Source: an optimization exercise on an open RTL-to-GDS flow (aim: small area, a short achievable clock period and few clock cycles per item). Production flows keep margins and buffers that such runs may drop. Function was not checked in any run shown here: the RTL went through the layout flow alone.

==> flow/design.v, too long to show whole: its modules and the start of the top module <==
// module converter: 70 lines
// module sigmul: 653 lines
// module fp_add_sub: 47 lines
module converter (clk, rst, number_in, valid_in, conv_type, select, reverse, number_out, valid_out);
  // ...
==> flow/run.sh <==
#!/bin/bash
# synth_recipe.tcl (not shown) runs the flow's synth.tcl, then flattens the netlist and writes it again
# the make line also repeats each setting of config.mk as NAME=value (left out here)
make -C /OpenROAD-flow-scripts/flow DESIGN_CONFIG=/design/flow/config.mk WORK_HOME=/design/flow/orfs CLKGATE_MAP_FILE= SYNTH_SCRIPT=/design/flow/synth_recipe.tcl finish
==> flow/config.mk <==
export PLATFORM = sky130hd
export DESIGN_NAME = converter
export DESIGN_NICKNAME = converter
export VERILOG_FILES = /design/flow/design.v
export SDC_FILE = /design/flow/constraint.sdc
export NUM_CORES = 4
export LEC_CHECK = 0
export CAP_MARGIN = 20
export CORE_MARGIN = 2
export CORE_UTILIZATION = 40
export PLACE_DENSITY = 0.6
export SETUP_SLACK_MARGIN = 3.5
export SLEW_MARGIN = 20
==> flow/constraint.sdc <==
create_clock -name core_clock -period 10.0 [get_ports {clk}]
set_input_delay 2.0000 -clock core_clock [delete_from_list [all_inputs] [get_ports {clk}]]
set_output_delay 2.0000 -clock core_clock [all_outputs]
set_load 0.01 [all_outputs]
==> reports/summary.txt, run 1 <==
NonClk Buf Share - 0.133
Final period util - 0.815
M2 GR Usage - 0.476
Vias per Instance - 6.08
Synth Area in Compound Gates - 0.198
Crit path from - m_ra[0]
Pins Over Slew Limit - 0
Routed wire per std cell - 24.3 um
Non-clk bufs - 525
Post-synthesis register bit count - 98
Fin crit period - 8.15 ns
Die Wd - 278 um
Largest register FFs - 32
DRT Wirelength - 129000 um
Synth Area per Inst - 7.35 um2
Status - timing/DRC/antenna clean
Worst setup EP type - flop
Flop2flop setup slack - 1.85 ns
Post-route DRC - 0
Worst Skew - 0.0198 ns
Root Buffer - clkbuf_16
DIE AREA - 0.0775 mm2
Multi-input gate area - 0.0276 mm2
Hold depth - 1
IO Count - 74
First-pass GRT wire length - 185000 um
Antenna-violating nets left - 0
Reg2reg start - m_ra[0]
Row count - 100
Reg2reg end - t_r[5]
Count leader, synth - nand2_1
CP Launch Type - flop
==> module converter, before the edit <==
module converter (clk, rst, number_in, valid_in, conv_type, select, reverse, number_out, valid_out);
input clk, rst;
input reverse;
input valid_in;
input [31:0] number_in;
input [1:0]  conv_type;
input [2:0]  select;
output [31:0] number_out;
output valid_out;
reg [5:0] set_r;
always @(posedge clk) set_r <= {conv_type, select, reverse};
reg [31:0] factor;
always @* begin
  case (set_r)
    6'b00_000_0: factor = 32'h41cb3333; 6'b00_000_1: factor = 32'h3d214270;
    6'b00_001_0: factor = 32'h40228f5c; 6'b00_001_1: factor = 32'h3ec9930c;
    6'b00_010_0: factor = 32'h3cd013a9; 6'b00_010_1: factor = 32'h421d7afb;
    6'b00_011_0: factor = 32'h3e9c0ebf; 6'b00_011_1: factor = 32'h4051f944;
    6'b00_100_0: factor = 32'h399fcd90; 6'b00_100_1: factor = 32'h454d0d70;
    6'b00_101_0: factor = 32'h3f6a161e; 6'b00_101_1: factor = 32'h3f8bfb83;
    6'b00_110_0: factor = 32'h3a6fb458; 6'b00_110_1: factor = 32'h4488b3a0;
    6'b00_111_0: factor = 32'h3fcdfd8b; 6'b00_111_1: factor = 32'h3f1f1349;
    6'b01_000_0: factor = 32'h46dd7c00; 6'b01_000_1: factor = 32'h3813f27b;
    6'b01_001_0: factor = 32'h41e2cccd; 6'b01_001_1: factor = 32'h3d107acc;
    6'b01_010_0: factor = 32'h43e2cccd; 6'b01_010_1: factor = 32'h3b107ab7;
    6'b01_011_0: factor = 32'h3ee83e42; 6'b01_011_1: factor = 32'h400d17ee;
    6'b01_100_0: factor = 32'h40cb35a8; 6'b01_100_1: factor = 32'h3e214091;
    6'b01_101_0: factor = 32'h424b353f; 6'b01_101_1: factor = 32'h3ca140c2;
    6'b01_110_0: factor = 32'h4462cccd; 6'b01_110_1: factor = 32'h3a907ab7;
    6'b01_111_0: factor = 32'h3f683e42; 6'b01_111_1: factor = 32'h3f8d17ee;
    6'b10_000_0: factor = 32'h41831893; 6'b10_000_1: factor = 32'h3d79f341;
    6'b10_001_0: factor = 32'h3ce7ff58; 6'b10_001_1: factor = 32'h420d3e31;
    6'b10_010_0: factor = 32'h41ec978d; 6'b10_010_1: factor = 32'h3d0a7f80;
    6'b10_011_0: factor = 32'h3cf2452c; 6'b10_011_1: factor = 32'h42074102;
    6'b10_100_0: factor = 32'h43ec999a; 6'b10_100_1: factor = 32'h3b0a7eca;
    6'b10_101_0: factor = 32'h3ef24745; 6'b10_101_1: factor = 32'h40073fd5;
    6'b10_110_0: factor = 32'h407243fe; 6'b10_110_1: factor = 32'h3e8741a8;
    6'b10_111_0: factor = 32'h3b781479; 6'b10_111_1: factor = 32'h43841621;
    default: factor = set_r[0] ? 32'h3fe66666 : 32'h3f0e38e4;  
  endcase
end
wire temp = set_r[5:4] == 2'b11;
wire fc2  = temp & ~set_r[0];    
wire c2f  = temp &  set_r[0];    
reg  [31:0] t_r;
wire [31:0] a = fc2 ? t_r : number_in;        
wire [47:0] ra, rb;
sigmul u_mul (.x({1'b1, a[22:0]}), .c({1'b1, factor[22:0]}), .ra(ra), .rb(rb));
wire [24:0] lo = {1'b0, ra[23:0]} + {1'b0, rb[23:0]};
reg [23:0] m_ra, m_rb;
reg        m_c, m_s;
reg [7:0]  m_e;
reg        v1, v2;
always @(posedge clk) begin
  v1   <= valid_in & ~rst;
  v2   <= v1 & ~rst;
  m_ra <= ra[47:24];
  m_rb <= rb[47:24];
  m_c  <= lo[24];
  m_s  <= a[31];
  m_e  <= a[30:23] + factor[30:23] - 8'd127;
end
wire [23:0] P = m_ra + m_rb + {23'd0, m_c};
wire [31:0] mul_y = {m_s, m_e + {7'd0, P[23]}, P[23] ? P[22:0] : {P[21:0], 1'b0}};
wire [31:0] add_y;
fp_add_sub u_add (.a(c2f ? mul_y : number_in), .sb(~c2f), .y(add_y));
always @(posedge clk) t_r <= add_y;
assign number_out = c2f ? t_r : mul_y;
assign valid_out  = temp ? v2 : v1;
endmodule   
==> module fp_add_sub, before the edit <==
module fp_add_sub(a, sb, y);
input  [31:0] a;
input         sb;
output [31:0] y;
wire        sa = a[31];
wire [7:0]  fe = a[30:23];
wire [22:0] fr = a[22:0];
wire [23:0] ma = {1'b1, fr};
wire        sub = sa ^ sb;
wire        big   = fe >= 8'd132;                
wire [7:0]  db    = fe - 8'd132;                 
wire [7:0]  ds    = 8'd132 - fe;                 
wire        ds1   = ds == 8'd1;
wire        eq    = fe == 8'd132;
wire [23:0] oh = (db > 8'd23) ? 24'd0 : (24'h800000 >> db[4:0]);     
wire [23:0] t  = (ds > 8'd23) ? 24'd0 : (ma >> ds[4:0]);             
wire [24:0] X  = big ? {1'b0, ma} : 25'd0;
wire [24:0] Z  = big ? (sub ? {1'b1, ~oh} : {1'b0, oh}) : (sub ? {1'b1, ~t} : {1'b0, t});
wire [24:0] T  = X + Z + {24'd0, sub};
reg  [7:0]  f_far;
reg  [22:0] m_far;
always @* begin
  if (big) begin
    if (T[24] & ~sub)       begin f_far = fe + 8'd1; m_far = T[23:1];          end
    else if (~T[23])        begin f_far = fe - 8'd1; m_far = {T[21:0], 1'b0}; end
    else                    begin f_far = fe;        m_far = T[22:0];          end
  end else begin
    if (~sub)               begin f_far = 8'd132;    m_far = T[22:0];          end
    else if (t == 24'd0)    begin f_far = 8'd132;    m_far = 23'd0;            end
    else                    begin f_far = 8'd131;    m_far = {T[21:0], 1'b0}; end
  end
end
wire [22:0] N = eq ? fr : (23'h400000 - {1'b0, fr[22:1]});
reg  [4:0]  lz;
integer i;
always @* begin
  lz = 5'd23;
  for (i = 0; i < 23; i = i + 1)
    if (N[i]) lz = 5'd22 - i[4:0];
end
wire        nzero = (N == 23'd0);
wire [22:0] m_near = (N << lz) << 1;             
wire [7:0]  f_near = nzero ? 8'd1 : (8'd131 - {3'd0, lz});
wire        near = sub & (eq | ds1);
wire        s = (sub & ~big) ? sb : sa;
assign y = near ? {s, f_near, m_near} : {s, f_far, m_far};
endmodule
==> inputs of run 2 (changes only) <==
--- a/flow/design.v
+++ b/flow/design.v
@@ -48,7 +48,7 @@
 sigmul u_mul (.x({1'b1, a[22:0]}), .c({1'b1, factor[22:0]}), .ra(ra), .rb(rb));
 wire [24:0] lo = {1'b0, ra[23:0]} + {1'b0, rb[23:0]};
 reg [23:0] m_ra, m_rb;
-reg        m_c, m_s;
+reg        m_c, m_s, m_p;
 reg [7:0]  m_e;
 reg        v1, v2;
 always @(posedge clk) begin
@@ -59,11 +59,13 @@
   m_c  <= lo[24];
   m_s  <= a[31];
   m_e  <= a[30:23] + factor[30:23] - 8'd127;
+  m_p  <= {1'b1, a[22:0]} >= 24'h8e38e4;
 end
 wire [23:0] P = m_ra + m_rb + {23'd0, m_c};
 wire [31:0] mul_y = {m_s, m_e + {7'd0, P[23]}, P[23] ? P[22:0] : {P[21:0], 1'b0}};
+wire [31:0] cf_y  = {m_s, m_e + {7'd0, m_p}, m_p ? P[22:0] : {P[21:0], 1'b0}};   
 wire [31:0] add_y;
-fp_add_sub u_add (.a(c2f ? mul_y : number_in), .sb(~c2f), .y(add_y));
+fp_add_sub u_add (.a(c2f ? cf_y : number_in), .sb(~c2f), .y(add_y));
 always @(posedge clk) t_r <= add_y;
 assign number_out = c2f ? t_r : mul_y;
 assign valid_out  = temp ? v2 : v1;
@@ -725,46 +727,91 @@
 input  [31:0] a;
 input         sb;
 output [31:0] y;
-wire        sa = a[31];
-wire [7:0]  fe = a[30:23];
-wire [22:0] fr = a[22:0];
-wire [23:0] ma = {1'b1, fr};
+wire        sa  = a[31];
+wire [7:0]  fe  = a[30:23];
+wire [22:0] fr  = a[22:0];
+wire [23:0] ma  = {1'b1, fr};
 wire        sub = sa ^ sb;
-wire        big   = fe >= 8'd132;                
-wire [7:0]  db    = fe - 8'd132;                 
-wire [7:0]  ds    = 8'd132 - fe;                 
-wire        ds1   = ds == 8'd1;
+wire        big   = fe >= 8'd132;
 wire        eq    = fe == 8'd132;
-wire [23:0] oh = (db > 8'd23) ? 24'd0 : (24'h800000 >> db[4:0]);     
-wire [23:0] t  = (ds > 8'd23) ? 24'd0 : (ma >> ds[4:0]);             
-wire [24:0] X  = big ? {1'b0, ma} : 25'd0;
-wire [24:0] Z  = big ? (sub ? {1'b1, ~oh} : {1'b0, oh}) : (sub ? {1'b1, ~t} : {1'b0, t});
-wire [24:0] T  = X + Z + {24'd0, sub};
-reg  [7:0]  f_far;
-reg  [22:0] m_far;
+wire        one_below = fe == 8'd131;
+wire        killb = fe >= 8'd156;             
+wire        killa = fe <= 8'd108;             
+wire [7:0]  ds    = 8'd132 - fe;
+reg  [23:0] mb, ms;
+integer i;
 always @* begin
-  if (big) begin
-    if (T[24] & ~sub)       begin f_far = fe + 8'd1; m_far = T[23:1];          end
-    else if (~T[23])        begin f_far = fe - 8'd1; m_far = {T[21:0], 1'b0}; end
-    else                    begin f_far = fe;        m_far = T[22:0];          end
-  end else begin
-    if (~sub)               begin f_far = 8'd132;    m_far = T[22:0];          end
-    else if (t == 24'd0)    begin f_far = 8'd132;    m_far = 23'd0;            end
-    else                    begin f_far = 8'd131;    m_far = {T[21:0], 1'b0}; end
+  for (i = 0; i < 24; i = i + 1) begin
+    mb[i] = (fe >= 8'd155 - i) & ~killb;
+    ms[i] = (fe >= 8'd132 - i);
   end
 end
-wire [22:0] N = eq ? fr : (23'h400000 - {1'b0, fr[22:1]});
+reg  [23:0] ca, cs, wo;
+reg  [21:0] wv;
+integer s;
+always @* begin
+  ca = {ma[22:0] | ~mb[22:0], 1'b1};         
+  cs = {~ma[22:0] | ~mb[22:0], 1'b1};        
+  wo = {ma[22:0] & ms[22:0], 1'b0};          
+  wv = {fr[21:1], 1'b0};                     
+  for (s = 1; s < 24; s = s * 2) begin
+    ca = ca & (ca << s | ((24'd1 << s) - 24'd1));
+    cs = cs & (cs << s | ((24'd1 << s) - 24'd1));
+    wo = wo | (wo << s);
+  end
+  for (s = 1; s < 22; s = s * 2)
+    wv = wv | (wv << s);
+end
+wire [23:0] tadd = ma ^ (mb & ca);
+wire        ov   = ca[23] & ma[23] & ~killb & (fe <= 8'd155);      
+wire [23:0] tsub = ma ^ (mb & cs);
+wire        n1   = ~tsub[23];
+wire [22:0] m_big = sub ? (n1 ? {tsub[21:0], 1'b0} : tsub[22:0])
+                        : (ov ? tadd[23:1] : tadd[22:0]);
+wire [7:0]  f_big = sub ? fe - {7'd0, n1} : fe + {7'd0, ov};
+wire [23:0] z  = sub ? (ma ^ wo) : ma;       
+wire [24:0] zs = $signed({sub, z}) >>> ds[4:0];
+wire [23:0] ts = killa ? 24'd0 : zs[23:0];
+wire [22:0] m_small = sub ? {ts[21:0], 1'b0} : ts[22:0];
+wire [7:0]  f_small = (sub & ~killa) ? 8'd131 : 8'd132;
+wire [21:0] negv = fr[22:1] ^ wv;            
+wire        vz   = ~|fr[22:1];
+wire [22:0] N    = eq ? fr : {vz, negv};
+wire [31:0] Np   = {N, 1'b1, 8'd0};
+reg  [15:0] v1, c1;
+reg  [7:0]  v2; reg [15:0] c2;
+reg  [3:0]  v3; reg [11:0] c3;
+reg  [1:0]  v4; reg [7:0]  c4;
 reg  [4:0]  lz;
-integer i;
+integer g;
 always @* begin
-  lz = 5'd23;
-  for (i = 0; i < 23; i = i + 1)
-    if (N[i]) lz = 5'd22 - i[4:0];
+  for (g = 0; g < 16; g = g + 1) begin
+    v1[g] = Np[2*g+1] | Np[2*g];
+    c1[g] = ~Np[2*g+1];
+  end
+  for (g = 0; g < 8; g = g + 1) begin
+    v2[g] = v1[2*g+1] | v1[2*g];
+    c2[2*g+:2] = v1[2*g+1] ? {1'b0, c1[2*g+1]} : {1'b1, c1[2*g]};
+  end
+  for (g = 0; g < 4; g = g + 1) begin
+    v3[g] = v2[2*g+1] | v2[2*g];
+    c3[3*g+:3] = v2[2*g+1] ? {1'b0, c2[2*(2*g+1)+:2]} : {1'b1, c2[2*(2*g)+:2]};
+  end
+  for (g = 0; g < 2; g = g + 1) begin
+    v4[g] = v3[2*g+1] | v3[2*g];
+    c4[4*g+:4] = v3[2*g+1] ? {1'b0, c3[3*(2*g+1)+:3]} : {1'b1, c3[3*(2*g)+:3]};
+  end
+  lz = v4[1] ? {1'b0, c4[7:4]} : {1'b1, c4[3:0]};
 end
-wire        nzero = (N == 23'd0);
-wire [22:0] m_near = (N << lz) << 1;             
-wire [7:0]  f_near = nzero ? 8'd1 : (8'd131 - {3'd0, lz});
-wire        near = sub & (eq | ds1);
-wire        s = (sub & ~big) ? sb : sa;
-assign y = near ? {s, f_near, m_near} : {s, f_far, m_far};
+wire [22:0] n4 = lz[4] ? {N[6:0], 16'd0} : N;
+wire [22:0] n3 = lz[3] ? {n4[14:0], 8'd0} : n4;
+wire [22:0] n2 = lz[2] ? {n3[18:0], 4'd0} : n3;
+wire [22:0] n1s = lz[1] ? {n2[20:0], 2'd0} : n2;
+wire [22:0] n0 = lz[0] ? {n1s[21:0], 1'b0} : n1s;
+wire        nzero  = lz == 5'd23;
+wire [22:0] m_near = {n0[21:0], 1'b0};
+wire [7:0]  f_near = nzero ? 8'd1 : 8'd131 - {3'd0, lz};
+wire        near = sub & (eq | one_below);
+wire        sgn  = (sub & ~big) ? sb : sa;
+assign y = near ? {sgn, f_near, m_near} : big ? {sgn, f_big, m_big} : {sgn, f_small, m_small};
 endmodule
==> run 2 against run 1 <==
  * Still clean on timing, DRC and antenna
  * Sequential cell count grew 1
  * Critical path depth decreased by 27
  * Synthesized cell count is 9.5% higher
  * Die area rose by 6.2%
  * First-iteration DRC count is 17% higher
  * Routed wire length rose by 15%
  * Worst hold slack improved by 0.0042 ns
  * Maximum frequency increased by 23%
  * Critical endpoint is now t_r[16]
  * Largest cell class unchanged
==> reports/summary.txt, run 2 <==
Final setup violation count - 0 (unchanged)
Worst setup EP type - flop (unchanged)
1st-iter DRT viols - 4979 (was 4258)
Worst setup margin - 3.39 ns (was 1.85 ns)
M2 GR Usage - 0.510 (was 0.476)
GR Layer Usage met3 - 0.0844 (was 0.0524)
Final Cell Area - 0.0373 mm2 (was 0.0376 mm2)
Critical path's slowest cell - nor4_4 (was fa_2)
Clock Latency Late Sink - 0.43 ns (was 0.39 ns)
Synth Area per Inst - 7.14 um2 (was 7.35 um2)
# nets final - 4962 (was 4793)
Path type of the worst setup path - input pin to flop (was flop to flop)
Top post-synthesis cells by count - nand2_1, nor2_1, xnor2_1 (unchanged)
Req. time, crit path - 10.25 ns (was 10.31 ns)
CTS tree - done (unchanged)
Clk sink count - 99 (was 98)
H-tree Lvls - 3 (unchanged)
Max clock buf depth - 2 (unchanged)
Worst EP arrival - 6.86 ns (was 8.46 ns)
Synth Net Count - 4903 (was 4541)
Layout cells sized above 1 - 0.146 (was 0.223)
WHS - 0.475 ns (was 0.471 ns)
GRT busiest layer - met2 (unchanged)
P&R area growth vs syn - 16.7% (was 25.0%)
Post-Syn Area - 0.0320 mm2 (was 0.0301 mm2)
Initial Utilization - 0.404 (about the same)
Synth area leader - fa_1 (unchanged)
Post-synthesis sequential area ratio - 0.0620 (was 0.0652)
Pins Over Slew Limit - 0 (unchanged)
Clock-pin slew on the worst setup and hold paths - 0.09 ns (about the same)
Largest register FFs - 32 (unchanged)
Pre-antenna DRT Iters - 8 (was 6)
Reg2reg end - t_r[16] (was t_r[5])
Fin crit period - 6.61 ns (was 8.15 ns)
Post-Synthesis Cells - 4482 (was 4094)
Yosys cell types - 117 (was 122)
Vias in the first global route - 32800 (was 29100)
First-pass GRT wire length - 216000 um (was 185000 um)
Slew at the pin closest to its max-slew limit - 0.952 ns (was 1.10 ns)
Vias per Instance - 6.26 (was 6.08)
DIE AREA - 0.0822 mm2 (was 0.0775 mm2)
Worst Hold Path EP - v2 (unchanged)
CP Launch Type - input pin (was flop)
Final core occ - 0.472 (was 0.505)
Asr flop ratio synth - 0 (unchanged)
Pre-CTS setup slack - 1.81 ns (was 0.728 ns)
Post-route DRC - 0 (unchanged)
Hold depth - 1 (unchanged)
Routability cong. - 1.06 (was 0.986)
Count leader, synth - nand2_1 (unchanged)
CP Cell Sequence - clkdlybuf4s50_1, nand2b_1, and3_1, nor3_4, and4_1, nand3_1, nor4_4, a211oi_2, o211ai_1, buf_4, a21oi_1, a22oi_1, mux2i_1, a22oi_1, nand3_1
Hold Path Origin - v1 (unchanged)
DP HPWL - 106000 um (was 88400 um)
Leading register cell type out of synthesis - dfxtp_1 (unchanged)
Synth top area share - 0.156 (was 0.167)
Commonest cells after routing, fill and taps aside - nand2_1, xnor2_1, nor2_1, inv_1, fa_1 (was nand2_1, nor2_1, xnor2_1, buf_4, inv_1)
Placed Cells - 5411 (was 4978)
Placed cell area - 0.0340 mm2 (was 0.0322 mm2)
Flop2flop setup slack - 3.52 ns (was 1.85 ns)
Post-synthesis register bit count - 99 (was 98)
Worst R2R Path Depth - 19 (was 42)
Routed wire per std cell - 26.5 um (was 24.3 um)
RSZ-0062 raised after global routing - yes (unchanged)
Largest net degree at the start of global routing - 54 (was 82)
Max Cap Violations - 0 (unchanged)
Chip height - 287 um (was 278 um)
Met1 usage - 0.471 (was 0.435)
Max incr delay on CP - 0.51 ns (was 0.41 ns)
Total CTS buffers - 9 (unchanged)
Total congestion overflow - 0 (unchanged)
Root Buffer - clkbuf_16 (unchanged)
Via count - 35100 (was 32400)
Post-synth EDFFs - 0 (unchanged)
Core Area - 0.0791 mm2 (was 0.0744 mm2)
Die Wd - 287 um (was 278 um)
Setup TNS - 0 ns (unchanged)
IO Count - 74 (unchanged)
# hold bufs at CTS - 0 (unchanged)
Biggest regs - t_r x32, m_ra x24, m_rb x24 (unchanged)
Final hold vios - 0 (unchanged)
Row count - 103 (was 100)
Area contributors post-synth - fa_1, xnor2_1, nand2_1 (was fa_1, xnor2_1, dfxtp_1)
IO Port Bufs - 73 (unchanged)
Ys Warns - 2 (unchanged)
Non-filler instance count after layout - 5597 (was 5322)
Status - timing/DRC/antenna clean (unchanged)
Worst Skew - 0.0324 ns (was 0.0198 ns)
Overall Global Routing Usage - 0.349 (was 0.310)
Most common cell after layout, fill and taps aside - nand2_1 (unchanged)
Final period util - 0.661 (was 0.815)
Rel. slew slack - 0.358 (was 0.263)
CP max FO - 16 (was 7)
DRT Wirelength - 148000 um (was 129000 um)
Max Freq - 0.151 GHz (was 0.123 GHz)
Number of antenna violations at the first check in global routing - 1 (was 5)
Worst hold path class - flop to flop (unchanged)
Most flops, register - t_r (unchanged)
Reg2reg start - m_c (was m_ra[0])
Antenna-violating nets left - 0 (unchanged)
run 2: changes by cell type in the layout (fill, tap and decap cells not counted), moves of 18 or more:
cell and delta:
a21oi_1 +36, buf_4 -121, buf_6 -28, fa_2 -18, ha_4 -23, inv_1 +25, mux2i_1 +43, nand2_1 +144
nand3_1 +19, nand4_1 +20, o21ai_0 +34, xor2_1 +18
run 2: kinds of logic after synthesis:
family | after synthesis | synth area share
muxes | 135 | 0.0471
and+or+nand+nor | 1520 | 0.209
AOI/OAI and AO/OA | 1017 | 0.218
DFF | 99 | 0.0620
xor gates and xnor gates | 623 | 0.171
adders and majority gates | 380 | 0.207
buffers and inverters | 708 | 0.0863
run 2: how the worst max path moves through the flow:
stage          slack [ns]  endpoint           from  cells past startpoint
2_1_floorplan        3.41   t_r[29]  number_in[23]                     27
3_3_place_gp         1.76       m_c       set_r[1]                     28
3_5_place_dp         1.81       m_c       set_r[1]                     22
4_1_cts              3.41       m_c       set_r[0]                     31
5_1_grt              3.37       m_c       set_r[2]                     26
6_report             3.39   t_r[16]   number_in[4]                     15
run 2: area by class of cell:
cell class | instances | area (um2)
timing repair inverter | 1 | 7.51
inverter | 393 | 1640
sequential | 99 | 2000
clock buffer | 9 | 225
tap | 1050 | 1310
clock inverter | 7 | 70.1
fill | 8065 | 41800
timing repair buffer | 359 | 3440
multi-input combinational | 3678 | 28600
antenna | 1 | 2.50
run 2: what timing repair did:
item | in CTS | in global routing
setup endpoints to repair | 91 | 51
cloned | 5 | 7
buffers inserted | 67 | 90
pin swaps | 18 | 38
gates resized for setup | 173 | 247
run 2: critical path: cells and delay by family:
kind / cells / cell delay (ns)
mux: 1 / 0.28
buf+inv: 2 / 0.73
simple gates: 7 / 2.51
compound gates: 5 / 1.30
run 2: layer usage:
metal  vias up  part of all wire
met4         0             0.066
met5         -                 0
met2      2385              0.41
met1     16800              0.40
met3       516              0.12
li1      15400                 -

==> re-timing with driven ports <==
How much do the figures lean on ideal ports? The routed layouts below were timed once more, with nothing changed but the port constraints. Step 1 (the two cells are an assumption about what drives the block):
set clk [get_ports {clk}]
set_driving_cell -lib_cell sky130_fd_sc_hd__clkbuf_16 $clk
set_driving_cell -lib_cell sky130_fd_sc_hd__buf_2 [delete_from_list [all_inputs] $clk]
Step 2 also shifts input and output timing later by t, the mid clock arrival at the registers, as if the neighbouring blocks saw the same clock. Slacks: ideal / step 1 / step 2; pairs: ideal / step 1.
| run | t, ns | setup slack, ns | clock arrival spread, ns | worst data-port slew with drivers (ns) | cell pins on the clock port's net |
|---|---|---|---|---|---|
| run 1 | 0.441 | 1.853 / 1.853 / 1.644 | 0.020 / 0.020 | 0.05 | 1 |
| run 2 | 0.486 | 3.388 / 3.430 / 2.946 | 0.034 / 0.033 | 0.06 | 1 |
After both steps every run listed still meets setup and hold. The setup slack of run 2, which loses most, moves by +0.042 ns with the drivers and by -0.442 ns with both steps.
